From an optimization exercise on the open Yosys and OpenROAD flow, aimed at a short achievable clock period and few clock cycles per item; shortcuts taken in it are not production practice. The RTL was checked by simulation tests, not by an equivalence proof against the original design. No activity file was given, so power comes from the tool's default toggle rates.

$ cat flow/config.mk
export PLATFORM = sky130hd
export DESIGN_NAME = CPU
export DESIGN_NICKNAME = CPU
export VERILOG_FILES = /design/flow/design.v
export SDC_FILE = /design/flow/constraint.sdc
export NUM_CORES = 4
export LEC_CHECK = 0
export CAP_MARGIN = 20
export CORE_MARGIN = 2
export CORE_UTILIZATION = 40
export SLEW_MARGIN = 20
$ cat flow/constraint.sdc
create_clock -name core_clock -period 7.0 [get_ports {clk}]
set_input_delay 1.4000 -clock core_clock [delete_from_list [all_inputs] [get_ports {clk}]]
set_output_delay 1.4000 -clock core_clock [all_outputs]
set_load 0.01 [all_outputs]
$ cat flow/design.v
module reg_load (a, b, load, clk);
	parameter n = 16;
	input [n-1:0] a;
	input load, clk;
	output logic [n-1:0] b;
	always @ (posedge clk) begin
		if (load) 
			b <= a;
	end
endmodule
module decoder (a, b);
	parameter n = 3;
	parameter m = 8;
	input [n-1:0] a;
	output [m-1:0] b;
	assign b = 1 << a; 
endmodule 
module mux_8in (a0, a1, a2, a3, a4, a5, a6, a7, sel, b);
	parameter k = 16; 
	input [k-1:0] a0, a1, a2, a3, a4, a5, a6, a7; 
	input [7:0] sel;
	output [k-1:0] b;
	assign b = ({k{sel[0]}} & a0) |
			 ({k{sel[1]}} & a1) |
			 ({k{sel[2]}} & a2) |
			 ({k{sel[3]}} & a3) |
			 ({k{sel[4]}} & a4) |
			 ({k{sel[5]}} & a5) |
			 ({k{sel[6]}} & a6) |
			 ({k{sel[7]}} & a7) ;
endmodule  
module regfile (data_in, writenum, write, readnum, clk, data_out, reg_out);
	input [15:0] data_in;
	input [2:0] writenum, readnum;
	input write, clk;
	output logic [15:0] data_out;
	logic [7:0] write_dec_out, read_dec_out, load;
	output logic [127:0] reg_out;
	decoder #(3,8) Dec1 (writenum, write_dec_out);
	decoder #(3,8) Dec2 (readnum, read_dec_out);
	genvar i;  
	generate 
		for (i = 0; i < 8; i = i + 1) begin: Regs
			reg_load #(16) Reg (.clk (clk), .load (load [i]), .a (data_in), .b (reg_out [((1+i)*16)-1 : i*16]));
		end
	endgenerate 
	mux_8in # (16) Mux (
	.sel (read_dec_out), 
	.b (data_out),
	.a0 (reg_out [15:0]),
	.a1 (reg_out [31:16]),
	.a2 (reg_out [47:32]),
	.a3 (reg_out [63:48]),
	.a4 (reg_out [79:64]),
	.a5 (reg_out [95:80]),
	.a6 (reg_out [111:96]),
	.a7 (reg_out [127:112])
	);
	always_comb begin  
		load = write_dec_out & {8{write}};
	end
endmodule
module shifter (in,shift,sout);
	input [15:0] in;
	input [1:0] shift;
	output logic [15:0] sout;
	always_comb begin
		case (shift)
			2'b00: sout = in;
			2'b01: sout = in << 1;
			2'b10: sout = in >> 1;
			2'b11: sout = {in[15], in[15:1]};  
			default: sout = 16'b0; 
		endcase
	end
endmodule 
module Mubi_adder (a, b, cin, cout, s);
	parameter n = 8;
	input [n-1:0] a, b;
	input cin;
	output logic [n-1:0] s;
	output logic cout;
	assign {cout, s} = a + b + cin; 
endmodule 
module AddSubOvf (a, b, sub, s, ovf);
	parameter n = 8;
	input [n-1:0] a, b;
	input sub;  
	output logic [n-1:0] s;
	output logic ovf;  
	logic c1, c2;  
	assign ovf = c1 ^ c2;   
	Mubi_adder # (1) as (a[n-1],b[n-1]^sub, c1, c2, s[n-1]);  
	Mubi_adder # (n-1) ai (a[n-2:0], b[n-2:0]^{n-1{sub}}, sub, c1, s[n-2:0]);  
endmodule
module alu (Ain, Bin, ALUop, out, Z, V, N);
	input [15:0] Ain, Bin;
	input [1:0] ALUop;
	output logic [15:0] out;
	output logic Z, V, N;  
	logic [15:0] add_sub_out, and_out, notB_out;  
	logic [3:0] ALUop_1hot;  
	AddSubOvf #(16) add_sub_ovf (
	.a (Ain), 
	.b (Bin), 
	.sub (ALUop_1hot[1]), 
	.s (add_sub_out), 
	.ovf (V)
	);
	assign and_out = Ain & Bin;
	assign notB_out = ~Bin;
	assign N = out[15]; 
	assign Z = (out == 16'b0); 
	decoder #(2, 4) dec (.a(ALUop), .b(ALUop_1hot)); 
	always_comb begin
		case (ALUop_1hot)
			4'b0001: out = add_sub_out;
			4'b0010: out = add_sub_out;
			4'b0100: out = and_out;
			4'b1000: out = notB_out;
			default: out = 16'b0; 
		endcase
	end
endmodule
module Ins_Dec (in, nsel, ALUop, sximm5, sximm8, shift, readnum, writenum, opcode, op, branch_condition);
	input [15:0] in; 
	input [2:0] nsel; 
	output logic [1:0] ALUop, shift, op; 
	output logic [15:0] sximm5, sximm8; 
	output logic [2:0] readnum, writenum, opcode, branch_condition;
	logic [2:0] Rn, Rd, Rm, mux_out; 
	logic [4:0] imm5; 
	logic [7:0] imm8; 
	assign Rm = in[2:0]; 
	assign Rd = in[7:5];
	assign Rn = in[10:8];
	assign shift = in[4:3];
	assign imm8 = in[7:0];
	assign imm5 = in[4:0];
	assign ALUop = in[12:11];
	assign op = in[12:11];
	assign opcode = in[15:13]; 
	assign readnum = mux_out;
	assign writenum = mux_out;
	assign branch_condition = in[10:8]; 
	always_comb begin
		case (nsel)
			3'b001: mux_out = Rn;
			3'b010: mux_out = Rd;
			3'b100: mux_out = Rm; 
			default: mux_out = 3'b0; 
		endcase
	end
	assign sximm5 = $signed({imm5, 11'b0}) >>> 11; 
	assign sximm8 = $signed({imm8, 8'b0}) >>> 8; 
endmodule
module Datapath (clk, readnum, vsel, loada, loadb, shift, asel, bsel, ALUop, loadc, loads,
				writenum, write, mdata, sximm8, PC, sximm5, status_out, datapath_out, reg_out);
	input clk;
	input [2:0] readnum, writenum;
	input loada, loadb,  loadc, loads, write;
	input [1:0] ALUop, shift, vsel, asel, bsel; 
 	input [15:0] mdata, sximm8, sximm5;
	input [7:0] PC;
	output logic [2:0] status_out;
	output logic [15:0] datapath_out;
	output logic [127:0] reg_out; 
	logic [15:0] data_in, data_out, a_out, b_out, ALU_out, sout, Ain, Bin;
	logic Z, V, N; 
	always_comb begin
		case (vsel)
			2'b00: data_in = datapath_out;
			2'b01: data_in = mdata;
			2'b10: data_in = sximm8;
			2'b11: data_in = {8'b0, PC};
			default: data_in = 16'b0; 
		endcase
	end
	regfile RF (data_in, writenum, write, readnum, clk, data_out, reg_out);
	reg_load #(16) REG_A (data_out, a_out, loada, clk);  
	reg_load #(16) REG_B (data_out, b_out, loadb, clk);
	reg_load #(16) REG_C (ALU_out, datapath_out, loadc, clk);
	reg_load #(3) REG_S ({Z, V, N}, status_out, loads, clk);  
	shifter SF (b_out, shift, sout); 
	always_comb begin
		case (asel)
			2'b00: Ain = a_out;
			2'b01: Ain = 16'b0;
			2'b10: Ain = {8'b0, PC};
			default: Ain = 16'b0; 
		endcase
	end
	always_comb begin
		case (bsel)
			2'b00: Bin = sout;
			2'b01: Bin = sximm5;
			2'b10: Bin = sximm8; 
			default: Bin = 16'b0; 
		endcase
	end
	alu ALU (Ain, Bin, ALUop, ALU_out, Z, V, N);
endmodule
module FSM (clk, rst, w, opcode, op, loada, loadb, loadc, asel, bsel, loads, write, vsel, nsel, load_pc, load_ir, addr_sel, mem_cmd, load_addr, Z, V, N, branch_condition, sel_pc, ALUop_zero);
    input clk, rst;
    input [2:0] opcode, branch_condition;
    input [1:0] op;
    input Z, V, N; 
    output logic w, loada, loadb, loadc, loads, write, load_pc, load_ir, addr_sel, load_addr, ALUop_zero;
    output logic [2:0] nsel;
    output logic [1:0] vsel, mem_cmd, asel, bsel, sel_pc;
    enum {
        decode,
        move_save,
        read_rm_load_b,
        shift_b,
        feedback_save_rd,
        read_rn_load_a,
        add_and_ab,
        sub_ab, 
        reset, 
        if1, 
        if2, 
        update_pc, 
        add_a_sximm5, 
        load_data_addr,
        get_mem_data,
        save_mem_rd, 
        read_rd_load_b, 
        b_to_output,
        write_mem, 
        halt,
        BEQ,  
        BNE,
        BLT, 
        BLE,
        compute_branch_pc, 
        update_branch_pc,
        reload_branch_pc, 
        dummy2, 
        BL
    } state;
    always_ff @ (posedge clk) begin
        if (rst) begin
            loada <= 0;
            loadb <= 0;
            loadc <= 0;
            loads <= 0;
            asel <= 2'b0;
            bsel <= 2'b0;
            vsel <= 2'b0;
            nsel <= 3'b0; 
            addr_sel <= 0;
            write <= 0; 
            w <= 0;
            ALUop_zero <= 0; 
            sel_pc <= 2'b0;
            load_pc <= 1;
            load_ir <= 0;
            load_addr <= 0;
            mem_cmd <= 2'b00;
            state <= reset;
        end
        else begin
            case (state)
                reset: 
                begin
                    loada <= 0;
                    loadb <= 0;
                    loadc <= 0;
                    loads <= 0;
                    asel <= 2'b0;
                    bsel <= 2'b0;
                    vsel <= 2'b0;
                    nsel <= 3'b0; 
                    addr_sel <= 0;
                    write <= 0; 
                    w <= 0;
                    ALUop_zero <= 0; 
                    sel_pc <= 2'b0;
                    load_pc <= 1;
                    load_ir <= 0;
                    load_addr <= 0;
                    mem_cmd <= 2'b00;  
                    state <= if1; 
                end
                if1:
                begin
                    loada <= 0;
                    loadb <= 0;
                    loadc <= 0;
                    loads <= 0;
                    asel <= 2'b0;
                    bsel <= 2'b0;
                    vsel <= 2'b0;
                    nsel <= 3'b0; 
                    write <= 0; 
                    w <= 0;
                    ALUop_zero <= 0; 
                    sel_pc <= 2'b01;
                    load_pc <= 0; 
                    addr_sel <= 1;
                    load_addr <= 0;
                    mem_cmd <= 2'b01;  
                    state <= if2;
                end
                if2:
                begin
                    load_ir <= 1;
                    state <= update_pc;
                end
                update_pc:
                begin
                    load_pc <= 1; 
                    load_ir <= 0; 
                    mem_cmd <= 2'b00;  
                    state <= decode;
                end
                decode:
                begin
                    load_pc <= 0; 
                    w <= 0;
                    if ({opcode, op} == 5'b11010)
                        state <= move_save;
                    else if ({opcode, op} == 5'b01100 || {opcode, op} == 5'b10000)
                        state <= read_rn_load_a;
                    else if (opcode == 3'b111)
                        state <= halt;
                    else if ({opcode, branch_condition} == 6'b001000)  
                        state <= compute_branch_pc;
                    else if ({opcode, branch_condition} == 6'b001001)
                        state <= BEQ;
                    else if ({opcode, branch_condition} == 6'b001010)
                        state <= BNE;
                    else if ({opcode, branch_condition} == 6'b001011)
                        state <= BLT;
                    else if ({opcode, branch_condition} == 6'b001100)
                        state <= BLE;
                    else if ({opcode, op} == 5'b01011)
                        state <= BL; 
                    else if ({opcode, op} == 5'b01000)  
                        state <= read_rd_load_b; 
                    else 
                        state <= read_rm_load_b;
                end
                move_save:  
                begin
                    nsel <= 3'b001;
                    write <= 1;
                    vsel <= 2'b10; 
                    state <= if1;
                end
                read_rm_load_b:
                begin
                    nsel <= 3'b100;
                    loadb <= 1;
                    if ({opcode, op} == 5'b11000 || {opcode, op} == 5'b10111)
                        state <= shift_b; 
                    else 
                        state <= read_rn_load_a;
                end
                shift_b:
                begin
                    loadb <= 0;
                    bsel <= 2'b0;
                    asel <= 2'b01;
                    loadc <= 1;
                    state <= feedback_save_rd;
                end
                feedback_save_rd:
                begin
                    vsel <= 2'b0;
                    nsel <= 3'b010;
                    write <= 1;
                    loadc <= 0;
                    state <= if1;
                end
                read_rn_load_a: 
                begin
                    nsel <= 3'b001;
                    loada <= 1;
                    loadb <= 0;
                    if ({opcode,op} == 5'b10101)
                        state <= sub_ab;
                    else if ({opcode, op} == 5'b01100 || {opcode, op} == 5'b10000)
                        state <= add_a_sximm5;
                    else
                        state <= add_and_ab;
                end
                add_and_ab:
                begin
                    loada <= 0;
                    asel <= 2'b00;
                    bsel <= 2'b0;
                    loadc <= 1;
                    state <= feedback_save_rd;
                end
                sub_ab:
                begin
                    loada <= 0;
                    asel <= 2'b0;
                    bsel <= 2'b0;
                    loadc <= 1;
                    loads <= 1;
                    state <= if1;
                end
                add_a_sximm5:
                begin
                    loada <= 0;
                    asel <= 2'b0;
                    bsel <= 2'b01;
                    loadc <= 1;
                    state <= load_data_addr; 
                end
                load_data_addr:
                begin
                    loadc <= 0;
                    load_addr <= 1;
                    addr_sel <= 0;  
                    mem_cmd <= 2'b00;  
                    if ({opcode,op} == 5'b10000)
                        state <= read_rd_load_b;
                    else if ({opcode,op} == 5'b01100)
                        state <= get_mem_data; 
                end
                get_mem_data:
                begin
                    load_addr <= 0;
                    state <= save_mem_rd; 
                end
                save_mem_rd:
                begin
                    mem_cmd <= 2'b01; 
                    vsel <= 2'b01;
                    nsel <= 3'b010;
                    write <= 1;
                    state <= if1;
                end
                read_rd_load_b:
                begin
                    nsel <= 3'b010;
                    loadb <= 1;
                    load_addr <= 0;
                    if ({opcode, op} == 5'b01000)
                        vsel <= 2'b11; 
                    state <= b_to_output;
                end
                b_to_output:  
                begin
                    loadb <= 0;
                    asel <= 2'b01;  
                    bsel <= 2'b0;
                    loadc <= 1;
                    if ({opcode, op} == 5'b01000)
                        state <= reload_branch_pc;
                    else 
                        state <= write_mem;
                end
                write_mem:  
                begin
                    loadc <= 0;
                    addr_sel <= 0;
                    mem_cmd <= 2'b10;
                    state <= if1; 
                end 
                halt:
                begin
                    w <= 1; 
                    sel_pc <= 2'b0;
                    state <= halt;
                end
                compute_branch_pc: 
                begin
                    write <= 0;
                    asel <= 2'b10;
                    bsel <= 2'b10; 
                    state <= update_branch_pc;
                end
                update_branch_pc:
                begin
                    loadc <= 1;
                    state <= reload_branch_pc;
                end
                reload_branch_pc:
                begin
                    sel_pc <= 2'b10;
                    loadc <= 0;
                    load_pc <= 1;
                    state <= dummy2;
                end
                dummy2:
                begin
                    load_pc <= 0; 
                    state <= if1; 
                end
                BEQ:
                begin
                    if (Z == 1) 
                        state <= compute_branch_pc;
                    else 
                        state <= if1; 
                end
                BNE:
                begin
                    if (Z == 0) 
                        state <= compute_branch_pc;
                    else 
                        state <= if1;
                end
                BLT:
                begin
                    if (N != V)
                        state <= compute_branch_pc;
                    else 
                        state <= if1;
                end
                BLE:
                begin
                    if (N != V || Z == 1)
                        state <= compute_branch_pc;
                    else 
                        state <= if1; 
                end
                BL:  
                begin
                    vsel <= 2'b11;  
                    write <= 1;
                    nsel <= 3'b001;  
                    ALUop_zero <= 1;
                    state <= compute_branch_pc;
                end
            endcase 
        end
    end
endmodule 
module CPU (clk, reset, in, out, N, V, Z, w, mem_cmd, mem_addr, reg_out);
	input clk, reset; 
	input [15:0] in;
	output logic [15:0] out;
	output logic N, V, Z, w;
	output logic [1:0] mem_cmd;  
	output logic [8:0] mem_addr; 
	output logic [127:0] reg_out; 
	logic [15:0] ins_out;
	logic [1:0] ALUop, shift, op, vsel, sel_pc, asel, bsel, ALUop_dp;
	logic [15:0] sximm5, sximm8;
	logic [2:0] readnum, writenum, opcode, nsel, branch_condition;
	logic loada, loadb, loadc, loads, write, load_pc, load_ir, addr_sel, load_addr, ALUop_zero;
	logic [8:0] pc_out, next_pc, data_addr_out, data_addr_in; 
	reg_load ins_reg (
		.a (in), 
		.b (ins_out), 
		.load (load_ir), 
		.clk (clk)
	);  
	Ins_Dec ins_dec (
		.in (ins_out),
		.nsel (nsel),
		.ALUop (ALUop),
		.sximm5 (sximm5),
		.sximm8 (sximm8),
		.shift (shift),
		.readnum (readnum),
		.writenum (writenum),
		.opcode (opcode),
		.op (op), 
		.branch_condition (branch_condition)
	);
	FSM fsm (
		.clk (clk),
		.rst (reset),
		.w (w),
		.opcode (opcode),
		.op (op),
		.loada (loada),
		.loadb (loadb),
		.loadc (loadc),
		.loads (loads),
		.asel (asel),
		.bsel (bsel),
		.vsel (vsel),
		.nsel (nsel),
		.write (write),
		.load_ir (load_ir),
		.load_pc (load_pc),
		.addr_sel (addr_sel),
		.mem_cmd (mem_cmd),
		.load_addr (load_addr), 
		.Z (Z), 
		.V (V), 
		.N (N), 
		.branch_condition (branch_condition),
		.sel_pc (sel_pc),
		.ALUop_zero (ALUop_zero)
	);
	Datapath datapath (
		.clk (clk),
		.readnum (readnum),
		.vsel (vsel),
		.loada (loada),
		.loadb (loadb),
		.shift (shift),
		.asel (asel),
		.bsel (bsel),
		.ALUop (ALUop_dp),
		.loadc (loadc),
		.loads (loads),
		.writenum (writenum),
		.write (write),
		.mdata (in),
		.sximm8 (sximm8),
		.sximm5 (sximm5),
		.PC (pc_out[7:0]),
		.status_out ({Z, V, N}),
		.datapath_out (out),
		.reg_out (reg_out)
	);
	always_ff @(posedge clk) begin
		if (load_pc) 
			pc_out <= next_pc; 
	end
	always_comb begin : pc_mux
		case (sel_pc)
			2'b00: next_pc = 9'b0;
			2'b01: next_pc = pc_out + 9'b000000001;
			2'b10: next_pc = out[8:0];  
			default: next_pc = 9'b0; 
		endcase
	end
	always_comb begin : addr_mux
		case (addr_sel)
			1'b0: mem_addr = data_addr_out;
			1'b1: mem_addr = pc_out; 
			default: mem_addr = 9'b0; 
		endcase
	end
	assign data_addr_in = out[8:0]; 
	always_ff @ (posedge clk) begin
		if (reset)
			data_addr_out <= 9'b0;
		else if (load_addr)
			data_addr_out <= data_addr_in; 
	end
	always_comb begin: ALUop_Mux
		case (ALUop_zero)
			1'b0: ALUop_dp = ALUop;
			1'b1: ALUop_dp = 2'b0; 
			default: ALUop_dp = 2'b0; 
		endcase
	end
endmodule
$ cat flow/run.sh
#!/bin/bash
# synth_recipe.tcl (not shown) runs the flow's synth.tcl, then flattens the netlist and writes it again
# the make line also repeats each setting of config.mk as NAME=value (left out here)
make -C /OpenROAD-flow-scripts/flow DESIGN_CONFIG=/design/flow/config.mk WORK_HOME=/design/flow/orfs CLKGATE_MAP_FILE= SYNTH_SCRIPT=/design/flow/synth_recipe.tcl finish
==> impl_summary.log <==
INFO  metric period_minus_slack = 6.20 ns
INFO  metric worst_r2r_path_depth = 19
INFO  metric static-leakage-power = 5.24 nW
INFO  metric netlist.top_cell.by_area = edfxtp_1
INFO  metric die_width = around 180 microns
INFO  metric cp_data_required_time = 7.34 ns
INFO  metric wl_per_cell = roughly 25 microns
INFO  metric place_area = ~15000 sq um
INFO  metric setup_slack = 0.800 ns
INFO  metric dieHeight = around 180 microns
INFO  metric syn_nets = around 1200
INFO  metric tritoncts = built
INFO  metric grt-ovfl-total = 0
INFO  metric post-place-ws = roughly 0.84 ns
INFO  metric insertion_delay = 0.54 ns
INFO  metric maximum_number_of_pins_on_one_net_before_global_route_repair = 59
INFO  metric ir_worst_vdd = 0.188 mV
INFO  metric end_of_the_worst_register_to_register_path = datapath.REG_S.b[2]
INFO  metric via_per_inst = slightly above 6
INFO  metric area_enclosed_by_the_die_boundary = about 33000 sq um
INFO  metric gp_routability_congestion = just over 0.9
INFO  metric pin_count = 177
INFO  metric outcome = timing/DRC/antenna clean
INFO  metric ctsHoldBuffers = 0
INFO  metric grt_setup_unrepaired = no
INFO  metric worstHoldEndpoint = fsm.mem_cmd[1]
INFO  metric synth.area.top_cells = edfxtp_1, dfxtp_1, nor2_1
INFO  metric ctsRootBufferMaster = clkbuf_16
INFO  metric first_global_vias = roughly 10000
INFO  metric remaining_drc_errors = 0
INFO  metric detailedRoute.firstIterationViolations = 1032
INFO  metric finish.net_count = ~1300
INFO  metric number_of_flops_mapped_to_enable_cells_by_yosys = slightly above 200
INFO  metric critPathMaxFanout = 16
INFO  metric critPathCaptureType = register
INFO  metric hp-class = reg2reg
INFO  metric post_synth_top_flop = edfxtp_1
INFO  metric number_of_distinct_library_cells_after_synthesis = ~70
INFO  metric postRouteWirelength = ~43000 microns
INFO  metric cts-htree-levels = 1
INFO  metric initial_utilization = between 40 and 50%
INFO  metric hold-worst-slack = between 0.4 and 0.5 ns
INFO  metric dpl.hpwl = around 31000 microns
INFO  metric cp_delay_by_family_top = compound AO/OA/AOI/OAI gates
INFO  metric layout-drive-gt1-share = 8.21%
INFO  metric slew-limit-headroom = between 20 and 25%
INFO  metric final_area = ~16000 sq um
INFO  metric cts_post_setup_buffers_inserted = 0
INFO  metric cpPeakStageDelay = roughly 0.61 ns
INFO  metric finalHoldViolations = 0
INFO  metric setup_crit_start_kind = register
INFO  metric drv_slew = 0
INFO  metric numCtsBuffers = 27
INFO  metric fin_worst_skew = about 0.0086 ns
INFO  metric area_growth_syn_to_fin = 23.9%
INFO  metric holdCritStartpoint = fsm.mem_cmd[1]
INFO  metric path_clk_slew = approximately 0.060 ns
INFO  metric detailedRoute.firstPassIterationCount = 5
INFO  metric most_repeated_library_cell_on_the_critical_path = o21ai_0
INFO  metric yosysTopAreaCellShare = 48.9%
INFO  metric critPathBufInv = 0
INFO  metric slowest_stage = dfxtp_1
INFO  metric avgSynthCellArea = around 11 sq um
INFO  metric hold_path_depth = 2
INFO  metric rr_startpoint = fsm.bsel[1]
INFO  metric netlist_instances = between 1000 and 1500
INFO  metric worst_ep_arrival_time = about 6.5 ns
INFO  metric worst-setup-path-type = reg2reg
INFO  metric power_per_cell_area = about 310 nW/um^2
INFO  metric grt_use_total = around a quarter
INFO  metric setup_failing_eps_final = 0
INFO  metric fin_setup_tns = 0 ns
INFO  metric setup_slack_on_the_worst_flop_to_flop_path = 0.80 ns
INFO  metric port_buffers = roughly 180
INFO  metric clk_path_buf_depth = 3
INFO  metric timing.max_cap.violations = 0
INFO  metric yosysWarningCount = 10
INFO  metric num_vias = between 10000 and 15000
INFO  metric antenna_left = 0
INFO  metric numClockSinks = roughly 240
INFO  metric wire_length_of_the_first_global_routing_pass = approximately 64000 microns
INFO  metric synth_sequential_area_ratio = 55.0%
INFO  metric fp.coreArea = 30700 sq um
INFO  metric max_slew.worst_pin.slew = ~1.2 ns
INFO  metric post_synth_instance_area = 12500 sq um
INFO  metric initial_antenna_violation_count = 0
INFO  metric period_utilization_post_route = between 80% and 90%
INFO  metric postLayoutCoreUtil = 50.6%
INFO  metric core.rowCount = 64
INFO  metric crit_path_cell_trace = or2_0, nor2_1, a221oi_1, xnor2_1, ha_1, o21ai_0, nand2_1, a21oi_1, a311oi_1, o21ai_0, o21ai_0, a21oi_1, fa_1, a211oi_1, a211o_1, a2111o_1, a2111o_1, or4b_1, nor4_1
INFO  metric antenna-diode-count = 0
INFO  metric synth-seq-cells = 242
INFO  metric synthArstFlopShare = 0%
INFO  metric timing.fmax = about 0.16 GHz
INFO  metric postCtsResizedCells = 0
stage by stage:
step / total power, mW / instances
after global placement: 3.45 / 1653
after global routing: 5.08 / 1700
after CTS: 4.86 / 1699
final: 4.86 / 1700
after detailed placement: 3.45 / 1653
after floorplan: 2.91 / 1137
worst min-delay path, delay by kind of cell, from the launching register on:
| kind | cells | cell delay (ns) |
|---|---|---|
| flops | 1 | 0.32 |
| simple gates | 1 | 0.06 |
| compound gates | 1 | 0.05 |
power breakdown:
| part | switching, mW | internal (mW) |
|---|---|---|
| combinational | 0.979 | 0.550 |
| sequential | 0.166 | 1.76 |
| clock | 0.564 | 0.847 |
| total | 1.71 | 3.15 |
worst max-delay path by stage:
stage	from	endpoint	slack, ns	cells past startpoint
after floorplan	ins_reg.b[11]	datapath.REG_S.b[2]	1.80	21
after global placement	ins_reg.b[3]	datapath.REG_S.b[2]	1.06	19
after detailed placement	ins_reg.b[3]	datapath.REG_S.b[2]	0.84	19
after CTS	fsm.bsel[1]	datapath.REG_S.b[2]	0.81	19
after global routing	fsm.bsel[1]	datapath.REG_S.b[2]	0.45	19
final	fsm.bsel[1]	datapath.REG_S.b[2]	0.80	19
logic make-up (layout without fill, tap and decap cells):
kind of cell / Yosys count / in the layout / synth area share (%)
DFF: 242 / 242 / 55.0
and+or+nand+nor: 335 / 335 / 12.6
AOI/OAI and AO/OA: 332 / 332 / 17.7
adders and majority gates: 20 / 20 / 2.10
muxes: 73 / 73 / 6.94
xor gates and xnor gates: 36 / 36 / 2.52
buffers and inverters: 99 / 266 / 3.10
flip-flops by register name, summed over array words and instances, names as in the netlist, 5 cells and up:
name,cells
datapath.RF.Regs.Reg.b,128
datapath.REG_B.b,16
fsm.state,5
ins_reg.b,16
data_addr_out,9
datapath.REG_A.b,16
pc_out,9
datapath.REG_C.b,16
area by class of cell:
class | instances | area [sq um]
fillers | 2725 | 15200
repair buffers | 201 | 1950
flip-flops and latches | 242 | 6890
inverters | 19 | 71.3
multi-input cells | 796 | 5260
well taps | 396 | 495
clock inverters | 13 | 161
clock buffers | 33 | 698
per-layer routing:
layer,global-route usage [%],part of all wire (%)
met5,0,0
met4,4.65,1.4
met3,6.75,9.9
met2,41.2,47
met1,35.0,42
Yosys cell counts, types with 7 or more instances:
cell	number
dfxtp_1	38
a22oi_1	55
buf_1	8
mux4_2	8
nand2_1	77
mux2_2	30
a211oi_1	12
a21oi_1	84
a311oi_1	7
nand3_1	17
buf_2	7
a21o_1	11
nand2b_1	10
mux2i_1	35
a221oi_1	18
nor2_1	123
a31oi_1	8
xor2_1	12
nor4_1	8
nand4_1	12
inv_1	17
o22ai_1	8
nor3_1	21
xnor2_1	24
and2_1	20
ha_1	17
clkbuf_1	63
edfxtp_1	204
nor2b_1	16
o21ai_0	66
cells in the final DEF (no fill, tap or decap), types with 5 or more instances in the layout:
cell type,n
edfxtp_1,204
clkdlybuf4s50_1,176
nor2_1,123
a21oi_1,83
nand2_1,77
o21ai_0,64
a22oi_1,55
dfxtp_1,38
mux2i_1,35
mux2_2,30
clkbuf_16,27
xnor2_1,24
buf_4,24
and2_1,20
nor3_1,20
a221oi_1,18
inv_1,17
nand3_1,17
ha_1,17
nor2b_1,15
xor2_1,12
nand4_1,12
a211oi_1,12
a21o_1,11
nand2b_1,10
o22ai_1,8
mux4_2,8
a31oi_1,8
nor4_1,8
clkinv_1,7
a311oi_1,7
o22a_1,6
and3_1,6
a211o_1,6
o31ai_1,6
or3_1,6
clkbuf_1,6
o211ai_1,5
or4_1,5
Testbench counts, summed over its fixed seeds: cycles 50,165, instrs 6,884.

-- afterwards: timing with drivers on the ports --
No port has a modelled driver above. Below, the same layout with a new extraction and two added sets of constraints. Step 1: set_driving_cell puts a clkbuf_16 on clk and a buf_2 on each other input, an assumption about the parent block. Step 2 times the ports against the registers' clock, not the clock port: input delays grow and output delays shrink by t, the midpoint of the rising clock arrivals with the driver on. Three values: ideal, step 1, step 2; two values: the first two.
t, ns: 0.583
setup slack, ns: 0.800 / 0.800 / 0.800
worst register clock-pin slew, ns: 0.06 / 0.06
After both steps setup and hold are still met in this run. For this run, drivers alone change the setup slack by 0.000 ns; drivers and shift together by 0.000 ns.
